What follows belongs to an exercise in optimizing a design on an open flow for small area; a production flow would make more cautious choices. Function was checked by simulation only, so behaviour that the tests miss may differ from the original. Power is estimated from default activity; no workload was simulated.

`flow/config.mk`:
```
export PLATFORM = sky130hd
export DESIGN_NAME = driver
export DESIGN_NICKNAME = driver
export VERILOG_FILES = /design/flow/design.v
export SDC_FILE = /design/flow/constraint.sdc
export NUM_CORES = 4
export LEC_CHECK = 0
export CAP_MARGIN = 20
export CORE_MARGIN = 2
export CORE_UTILIZATION = 40
export PLACE_DENSITY = 0.6
export SLEW_MARGIN = 20
```
`flow/constraint.sdc`:
```
create_clock -name core_clock -period 5.0 [get_ports {clk}]
set_input_delay 1.0000 -clock core_clock [delete_from_list [all_inputs] [get_ports {clk}]]
set_output_delay 1.0000 -clock core_clock [all_outputs]
set_load 0.01 [all_outputs]
```
`flow/design.v`:
```
module coord_list(
    input clk,
    input rst,
    input NE1,  
    input NWE,  
    input [2:0] ADDR,  
    input [7:0] DATA,  
    output reg [27:0] ram
);
    parameter [2:0] COLOR_ADDR = 'd1;
    parameter [2:0] XCOORD_ADDR_LOWER = 'd2;
    parameter [2:0] XCOORD_ADDR_UPPER = 'd3;
    parameter [2:0] YCOORD_ADDR_LOWER = 'd4;
    parameter [2:0] YCOORD_ADDR_UPPER = 'd5;
    reg [27:0] n_ram;
    wire d_latch_enable;
    assign d_latch_enable = ~NE1 & ~NWE;
    always @* begin
        n_ram = ram;
        case(ADDR)
        XCOORD_ADDR_LOWER : begin
            n_ram[0] = DATA[0];
            n_ram[1] = DATA[1];
            n_ram[2] = DATA[2];
            n_ram[3] = DATA[3];
            n_ram[4] = DATA[4];
            n_ram[5] = DATA[5];
            n_ram[6] = DATA[6];
            n_ram[7] = DATA[7];
        end
        XCOORD_ADDR_UPPER : begin
            n_ram[8] = DATA[0];
            n_ram[9] = DATA[1];
            n_ram[10] = DATA[2];
            n_ram[11] = DATA[3];
            n_ram[12] = DATA[4];
        end
        YCOORD_ADDR_LOWER : begin
            n_ram[13+0] = DATA[0];
            n_ram[13+1] = DATA[1];
            n_ram[13+2] = DATA[2];
            n_ram[13+3] = DATA[3];
            n_ram[13+4] = DATA[4];
            n_ram[13+5] = DATA[5];
            n_ram[13+6] = DATA[6];
            n_ram[13+7] = DATA[7];
        end
        YCOORD_ADDR_UPPER : begin
            n_ram[13+8] = DATA[0];
            n_ram[13+9] = DATA[1];
            n_ram[13+10] = DATA[2];
            n_ram[13+11] = DATA[3];
            n_ram[13+12] = DATA[4];
        end
        COLOR_ADDR : begin
            n_ram[26] = DATA[0];
            n_ram[27] = DATA[1];
        end
        endcase
    end
    always@(posedge clk) begin
       if (rst) begin
            ram <= 28'd0;
       end else if (d_latch_enable) begin
            ram[12:0] <= n_ram[12:0];
            ram[25:13] <= n_ram[25:13];
            ram[27:26] <= n_ram[27:26];
        end
    end
endmodule
module driver(
	input clk,
	input rst,  
	input NE1,  
	input NWE,  
	input [2:0] ADDR,  
	input [7:0] DATA,  
	output r,
	output g,
	output b,
	output reg h_sync,
	output reg v_sync
);
    wire [27:0] ram;
    coord_list inst(
    .clk(clk),
    .rst(rst),
    .NE1(NE1),
    .NWE(NWE), 
    .ADDR(ADDR),
    .DATA(DATA), 
    .ram(ram)
    );
    reg [25:0] lut_input;
wire lut_output;
reg[57:0] w_or;
assign lut_output = |w_or;
always @* begin
	w_or = 'd0;
	w_or[6'd1] = {13'd40, 13'd0} == lut_input;
	w_or[6'd2] = {13'd40, 13'd1} == lut_input;
	w_or[6'd3] = {13'd40, 13'd2} == lut_input;
	w_or[6'd4] = {13'd40, 13'd3} == lut_input;
	w_or[6'd5] = {13'd40, 13'd4} == lut_input;
	w_or[6'd6] = {13'd40, 13'd5} == lut_input;
	w_or[6'd7] = {13'd40, 13'd6} == lut_input;
	w_or[6'd8] = {13'd39, 13'd7} == lut_input;
	w_or[6'd9] = {13'd39, 13'd8} == lut_input;
	w_or[6'd10] = {13'd39, 13'd9} == lut_input;
	w_or[6'd11] = {13'd39, 13'd10} == lut_input;
	w_or[6'd12] = {13'd38, 13'd11} == lut_input;
	w_or[6'd13] = {13'd38, 13'd12} == lut_input;
	w_or[6'd14] = {13'd38, 13'd13} == lut_input;
	w_or[6'd15] = {13'd38, 13'd14} == lut_input;
	w_or[6'd16] = {13'd37, 13'd15} == lut_input;
	w_or[6'd17] = {13'd37, 13'd16} == lut_input;
	w_or[6'd18] = {13'd36, 13'd17} == lut_input;
	w_or[6'd19] = {13'd36, 13'd18} == lut_input;
	w_or[6'd20] = {13'd35, 13'd19} == lut_input;
	w_or[6'd21] = {13'd35, 13'd20} == lut_input;
	w_or[6'd22] = {13'd34, 13'd21} == lut_input;
	w_or[6'd23] = {13'd34, 13'd22} == lut_input;
	w_or[6'd24] = {13'd33, 13'd23} == lut_input;
	w_or[6'd25] = {13'd32, 13'd24} == lut_input;
	w_or[6'd26] = {13'd31, 13'd25} == lut_input;
	w_or[6'd27] = {13'd31, 13'd26} == lut_input;
	w_or[6'd28] = {13'd30, 13'd27} == lut_input;
	w_or[6'd29] = {13'd29, 13'd28} == lut_input;
	w_or[6'd30] = {13'd28, 13'd29} == lut_input;
	w_or[6'd31] = {13'd27, 13'd30} == lut_input;
	w_or[6'd32] = {13'd26, 13'd31} == lut_input;
	w_or[6'd33] = {13'd25, 13'd31} == lut_input;
	w_or[6'd34] = {13'd24, 13'd32} == lut_input;
	w_or[6'd35] = {13'd23, 13'd33} == lut_input;
	w_or[6'd36] = {13'd22, 13'd34} == lut_input;
	w_or[6'd37] = {13'd21, 13'd34} == lut_input;
	w_or[6'd38] = {13'd20, 13'd35} == lut_input;
	w_or[6'd39] = {13'd19, 13'd35} == lut_input;
	w_or[6'd40] = {13'd18, 13'd36} == lut_input;
	w_or[6'd41] = {13'd17, 13'd36} == lut_input;
	w_or[6'd42] = {13'd16, 13'd37} == lut_input;
	w_or[6'd43] = {13'd15, 13'd37} == lut_input;
	w_or[6'd44] = {13'd14, 13'd38} == lut_input;
	w_or[6'd45] = {13'd13, 13'd38} == lut_input;
	w_or[6'd46] = {13'd12, 13'd38} == lut_input;
	w_or[6'd47] = {13'd11, 13'd38} == lut_input;
	w_or[6'd48] = {13'd10, 13'd39} == lut_input;
	w_or[6'd49] = {13'd9, 13'd39} == lut_input;
	w_or[6'd50] = {13'd8, 13'd39} == lut_input;
	w_or[6'd51] = {13'd7, 13'd39} == lut_input;
	w_or[6'd52] = {13'd6, 13'd40} == lut_input;
	w_or[6'd53] = {13'd5, 13'd40} == lut_input;
	w_or[6'd54] = {13'd4, 13'd40} == lut_input;
	w_or[6'd55] = {13'd3, 13'd40} == lut_input;
	w_or[6'd56] = {13'd2, 13'd40} == lut_input;
	w_or[6'd57] = {13'd1, 13'd40} == lut_input;
	w_or[6'd0] = {13'd0, 13'd40} == lut_input;
end
    reg [13:0] dx, next_dx;
    reg [13:0] dy, next_dy;
    reg [12:0] x_center, y_center;
    wire [12:0]  next_x_center, next_y_center;
    assign next_x_center = ram[12:0];
    assign next_y_center = ram[24:13];
	parameter [9:0] H_ACTIVE = 10'd639;
	parameter [9:0] H_FRONT = 10'd15;
	parameter [9:0] H_PULSE = 10'd95;
	parameter [9:0] H_BACK = 10'd47;
	parameter [9:0] V_ACTIVE = 10'd479;
	parameter [9:0] V_FRONT = 10'd9;
	parameter [9:0] V_PULSE = 10'd1;
	parameter [9:0] V_BACK = 10'd32;
	parameter [1:0] H_ACTIVE_STATE = 2'd0;
	parameter [1:0] H_FRONT_STATE = 2'd1;
	parameter [1:0] H_PULSE_STATE = 2'd2;
	parameter [1:0] H_BACK_STATE = 2'd3;
	parameter [1:0] V_ACTIVE_STATE = 2'd0;
	parameter [1:0] V_FRONT_STATE = 2'd1;
	parameter [1:0] V_PULSE_STATE = 2'd2;
	parameter [1:0] V_BACK_STATE = 2'd3;
	reg [1:0] h_state, v_state, next_h_state, next_v_state;
	reg [12:0] H_Counter, V_Counter, Next_H_Counter, Next_V_Counter;
	reg next_h_sync, next_v_sync, line_done, next_line_done;
    reg [2:0] color, next_color;
	always @* begin
		Next_H_Counter = H_Counter;
		Next_V_Counter = V_Counter;
		next_h_state = h_state;
		next_v_state = v_state;
		next_h_sync = h_sync;
		next_v_sync = v_sync;
        next_line_done   = line_done;
		if (h_state == H_ACTIVE_STATE) begin
			Next_H_Counter = (H_Counter == H_ACTIVE) ? 10'd0 : (H_Counter + 10'd1);
			next_h_sync = 1;
			next_line_done = 0;
			next_h_state = (H_Counter == H_ACTIVE) ? H_FRONT_STATE : H_ACTIVE_STATE;
		end else if (h_state == H_FRONT_STATE) begin
			Next_H_Counter = (H_Counter == H_FRONT) ? 10'd0 : (H_Counter + 10'd1);
			next_h_sync = 1;
			next_h_state = (H_Counter == H_FRONT) ? H_PULSE_STATE : H_FRONT_STATE;
		end else if (h_state == H_PULSE_STATE) begin
			Next_H_Counter = (H_Counter == H_PULSE) ? 10'd0 : (H_Counter + 10'd1);
			next_h_sync = 0;
			next_h_state = (H_Counter == H_PULSE) ? H_BACK_STATE : H_PULSE_STATE;
		end else if (h_state == H_BACK_STATE) begin
			Next_H_Counter = (H_Counter == H_BACK) ? 10'd0 : (H_Counter + 10'd1);
			next_h_sync = 1;
			next_h_state = (H_Counter == H_BACK) ? H_ACTIVE_STATE : H_BACK_STATE;
			next_line_done = (H_Counter == (H_BACK - 1)) ? 1 : 0;
		end
		if (v_state == V_ACTIVE_STATE) begin
			Next_V_Counter = (line_done) ? ((V_Counter == V_ACTIVE) ? 10'd0 : (V_Counter + 10'd1)) : V_Counter;
			next_v_sync = 1;
			next_v_state = (line_done) ? ((V_Counter == V_ACTIVE) ? V_FRONT_STATE : V_ACTIVE_STATE) : V_ACTIVE_STATE;
		end else if (v_state == V_FRONT_STATE) begin
			Next_V_Counter = (line_done) ? ((V_Counter == V_FRONT) ? 10'd0 : (V_Counter + 10'd1)) : V_Counter;
			next_v_sync = 1;
			next_v_state = (line_done) ? ((V_Counter == V_FRONT) ? V_PULSE_STATE : V_FRONT_STATE) : V_FRONT_STATE;
		end else if (v_state == V_PULSE_STATE) begin
			Next_V_Counter = (line_done) ? ((V_Counter == V_PULSE) ? 10'd0 : (V_Counter + 10'd1)) : V_Counter;
			next_v_sync = 0;
			next_v_state = (line_done) ? ((V_Counter == V_PULSE) ? V_BACK_STATE : V_PULSE_STATE) : V_PULSE_STATE;
		end else if (v_state == V_BACK_STATE) begin
			Next_V_Counter = (line_done) ? ((V_Counter == V_BACK) ? 10'd0 : (V_Counter + 10'd1)) : V_Counter;
			next_v_sync = 1;
			next_v_state = (line_done) ? ((V_Counter == V_BACK) ? V_ACTIVE_STATE : V_BACK_STATE) : V_BACK_STATE;
		end
	end
    always @* begin
        next_color = 3'b000;
        lut_input = 26'd0;
        if(h_state == H_ACTIVE_STATE && v_state == V_ACTIVE_STATE) begin
            lut_input = {{1'b0, dx[11:0]}, {1'b0, dy[11:0]}};
            if(lut_output) begin
                next_color[0] = ram[27:26] == 2'd1;
                next_color[1] = ram[27:26] == 2'd2 || ram[27:26] == 2'd1;
                next_color[2] = ram[27:26] == 2'd3;
            end
        end
    end
    assign r = color[2];
    assign g = color[1];
    assign b = color[0];
    always @* begin
        next_dx = (H_Counter > x_center) ? (H_Counter - x_center) : (x_center - H_Counter);
        next_dy = (V_Counter > y_center) ? (V_Counter - y_center) : (y_center - V_Counter);
    end
	always @(posedge clk) begin
		if (rst) begin
			H_Counter <= 13'd0;
			V_Counter <= 13'd0;
			h_state <= H_ACTIVE_STATE;
			v_state <= V_ACTIVE_STATE;
			h_sync <= 1'b1;
			v_sync <= 1'b1;
			line_done <= 1'b0;
			color <= 3'b000;
			x_center <= 13'd0;
			y_center <= 13'd0;
			dx <= 14'd0;
			dy <= 14'd0;
		end else begin 
			H_Counter <= Next_H_Counter;
			V_Counter <= Next_V_Counter;
			h_state <= next_h_state;
			v_state <= next_v_state;
			h_sync <= next_h_sync;
			v_sync <= next_v_sync;
            line_done <= next_line_done;
            color <= next_color;
            x_center <= next_x_center;
            y_center <= next_y_center;
            dx <= next_dx;
            dy <= next_dy;
		end
	end
endmodule
```
`flow/run.sh`:
```
#!/bin/bash
# synth_recipe.tcl (not shown) runs the flow's synth.tcl, then flattens the netlist and writes it again
# the make line also repeats each setting of config.mk as NAME=value (left out here)
make -C /OpenROAD-flow-scripts/flow DESIGN_CONFIG=/design/flow/config.mk WORK_HOME=/design/flow/orfs CLKGATE_MAP_FILE= SYNTH_SCRIPT=/design/flow/synth_recipe.tcl finish
```
==> notes.md <==
-- power by group through the flow --
stage | clock, W | combinational [W] | sequential, W
after floorplan | 0 | 0.000203 | 0.000947
after global placement | 0 | 0.000241 | 0.000966
after detailed placement | 0 | 0.000242 | 0.000965
after CTS | 0.000836 | 0.000242 | 0.000944
after global routing | 0.000870 | 0.000271 | 0.000950
final | 0.000811 | 0.000242 | 0.000944
-- through the flow --
stage | setup WS [ns] | utilization | hold slack (ns)
after floorplan | 2.511 | - | 0.4378
after global placement | 2.087 | 0.4291 | 0.4475
after detailed placement | 2.027 | 0.4291 | 0.4541
after CTS | 2.021 | 0.4491 | 0.4642
after global routing | 1.711 | 0.4491 | 0.4778
final | 2.017 | 0.4491 | 0.4641
-- cell type report --
type	instances	share of cell area
tap	220	0.03683
clock inverter	7	0.01456
timing repair buffer	20	0.02611
sequential	112	0.3000
clock buffer	9	0.03013
multi-input combinational	622	0.5578
inverter	69	0.03465
-- synth_stat cells (3+ instances only) --
master,instances,area share
nor4_1,11,0.010
a211oi_1,8,0.0088
nor3_1,21,0.015
a31oi_1,13,0.012
dfxtp_1,112,0.33
a22oi_1,3,0.0033
a21o_1,9,0.0099
o21bai_1,4,0.0044
nand2_1,48,0.026
nand4b_1,3,0.0039
o31ai_1,4,0.0044
buf_2,3,0.0022
and2_1,7,0.0064
nor4b_1,3,0.0039
mux2i_1,38,0.056
or2_2,3,0.0028
o21ai_0,42,0.031
xor2_1,10,0.013
nor2b_1,42,0.039
nand4_1,13,0.012
fa_1,4,0.012
or3_1,3,0.0028
ha_1,54,0.099
a21oi_1,56,0.041
and3_1,11,0.010
a221oi_1,9,0.012
mux2_2,3,0.0050
nand2b_1,16,0.015
xnor2_1,13,0.017
o21a_1,4,0.0044
o211ai_1,4,0.0044
clkbuf_1,29,0.016
nand3_1,20,0.015
inv_1,67,0.037
nor3b_1,7,0.0077
nor2_1,98,0.054
a21oi_2,4,0.0051
-- metal layers --
| layer | GRT usage | routed length [µm] |
|---|---|---|
| met1 | 0.2667 | 8060 |
| met2 | 0.2783 | 6856 |
| met3 | 0.02890 | 630 |
| met4 | 0.06608 | 250 |
| met5 | 0 | 0 |
-- cell usage in the layout (no fill, tap or decap), types with 9 or more instances in the layout --
cell type,Yosys,layout
a221oi_1,9,9
nand4_1,13,13
nand2b_1,16,16
a21o_1,9,9
xor2_1,10,10
nand2_1,48,48
dfxtp_1,112,112
mux2i_1,38,38
a21oi_1,56,56
nor3_1,21,21
ha_1,54,54
clkbuf_16,0,9
clkdlybuf4s50_1,0,18
nand3_1,20,20
o21ai_0,42,42
nor2b_1,42,42
inv_1,67,67
nor4_1,11,11
nor2_1,98,98
xnor2_1,13,13
a31oi_1,13,13
and3_1,11,11
-- cells by family after synthesis --
family / count (synthesis) / synth area share
multiplexers: 41 / 0.06069
flip-flops: 112 / 0.3286
adder cells (fa/ha/maj): 58 / 0.1107
XOR/XNOR: 23 / 0.02952
AND/OR/NAND/NOR: 317 / 0.2374
AO/OA/AOI/OAI: 183 / 0.1725
buffers and inverters: 105 / 0.06050
-- critical path: stages (launching register included) --
cell      delay, ns
dfxtp_1        0.48
ha_1           0.35
and2_1         0.21
a221o_1        0.32
a21oi_1        0.16
o211ai_1       0.15
a21oi_2        0.68
mux2i_1        0.31
xor2_1         0.16
nor2_1         0.05
-- registers in the layout, summed over array words and instances, names as in the netlist --
register and cells:
y_center 12, inst.ram 27, dy 12, V_Counter 13
H_Counter 13, v_sync 1, h_state 2, h_sync 1
color 3, line_done 1, v_state 2, dx 12
x_center 13
-- worst paths after layout --
| kind | endpoint | slack (ns) | depth (start not counted) |
|---|---|---|---|
| setup / recovery | dx[6] | 2.02 | 9 |
| hold / removal | x_center[4] | 0.46 | 1 |
| setup reg to reg | dx[6] | 2.02 | 9 |
| hold reg to reg | x_center[4] | 0.46 | 1 |
==> flow_summary.toml <==
[layout]
finalNonFillerCells = 1059
ff_latch_area_um2 = 2242
drive_gt1_frac = 0.04768
multi_input_area_um2 = 4169
nets = 907
final_cell_area_um2 = 7475
num-fill-cells = 1641
antenna_cells = 0
syn2layout_area_growth_pct = 9.534

[pwr]
power.density_nw_per_um2 = 267.2
p_clk_frac = 0.406
intPower_w = 0.001475
ir_drop_uv = 175.2
pwr-share-comb = 0.121
pwr-share-seq = 0.472
swShare = 0.2615
total_power_w = 0.001997
p_switching_w = 0.0005223
p_leak_nw = 3.034

[place]
dpl.hpwl_mm = 11.98
port_buffers = 19
gp_congestion = 0.8938
dp.cells = 1043
placed_area_um2 = 7141

[logic_synthesis]
synth_flop_cell = "dfxtp_1"
syn_avg_cell_area_um2 = 8.134
synth_edf_count = 0
synth_warnings = 2
ys_seq_area_frac = 0.3286
syn-num-nets = 912
async_flop_share = 0
yosysUniqueCellTypes = 67
ys_ff_latch = 112
syn_inst = 839
syn_area_um2 = 6824

[critical_path]
endpoint_kind = "flip-flop"
startpoint = "H_Counter[7]"
crit_fanout = 14
crit_arrival_ns = 3.21
cp-start-kind = "flip-flop"
worstReg2RegStart = "H_Counter[7]"
crit_required_ns = 5.22
critical_path_class = "flip-flop to flip-flop"

[clock_network]
cts_resized = 0
post_cts_buffers = 0
clk_latency_ns = 0.36
cts_tree = "done"
htreeDepth = 3
ctsHoldBuffers = 0
cts-root-buf = "clkbuf_16"
cts_buffer_depth = 2
cts_buffers = 9
cts.sinks = 112
cts.clk_slew.worst_paths_ns = 0.07

[detailed_routing]
viasPerCell = 5.274
wirelength_mm = 15.80
ant_nets = 0
wire_per_inst_um = 14.92
drt-initial-drc-count = 446
num_vias = 5585
detail_route.first_pass.iterations = 5
drc = 0

[die]
core_um2 = 16640
ios = 20
die_area_um2 = 18120
die_h_um = 134.6
rows = 47
initial_core_util = 0.4100
fp.dieW_um = 134.6

[sta]
tns_ns = 0
max_slew_margin = 0.3623
tightest_slew_ns = 0.9478
fin_crit_sh = 0.5966
finClkSkew_ns = 0.01094
drv_slew = 0
hold_viol = 0
setup_viol = 0
rsz0062_at_grt = "false"
timing.fmax_mhz = 335.2
period_minus_slack_ns = 2.983

[outcome]
outcome = "finished clean"

[global_route]
grt_pass1_wl_mm = 26.83
first_global_vias = 5288
grt_start_max_net_pins = 51
grt-ovfl-total = 0
grt_usage = 0.1845
antenna_found_initial = 0

[hold_path]
hold_class = "flip-flop to flip-flop"
worstHoldStart = "inst.ram[4]"

[flow_run]
drv_cap = 0

[afterwards: timing with drivers on the ports]
Ports are ideal in the flow. The routed layout listed here was re-timed in OpenROAD. Step 1 sets driving cells, clkbuf_16 on the clock port and buf_2 on the other inputs (assumed; they add their load-dependent delay and slew). Step 2 times the ports against the registers' clock, not the clock port: input delays grow and output delays shrink by t, the midpoint of the rising clock arrivals with the driver on. a / b / c = no drivers / after step 1 / after step 2; a / b = the first two.
t, ns: 0.394
setup slack, ns: 2.017 / 2.017 / 2.017
slew at the worst register clock pin (ns): 0.08 / 0.08
worst data-port slew with drivers (ns): 0.03
After both steps setup and hold are still met in this run. The setup slack of this run moves by 0.000 ns with the drivers and by 0.000 ns with both steps.
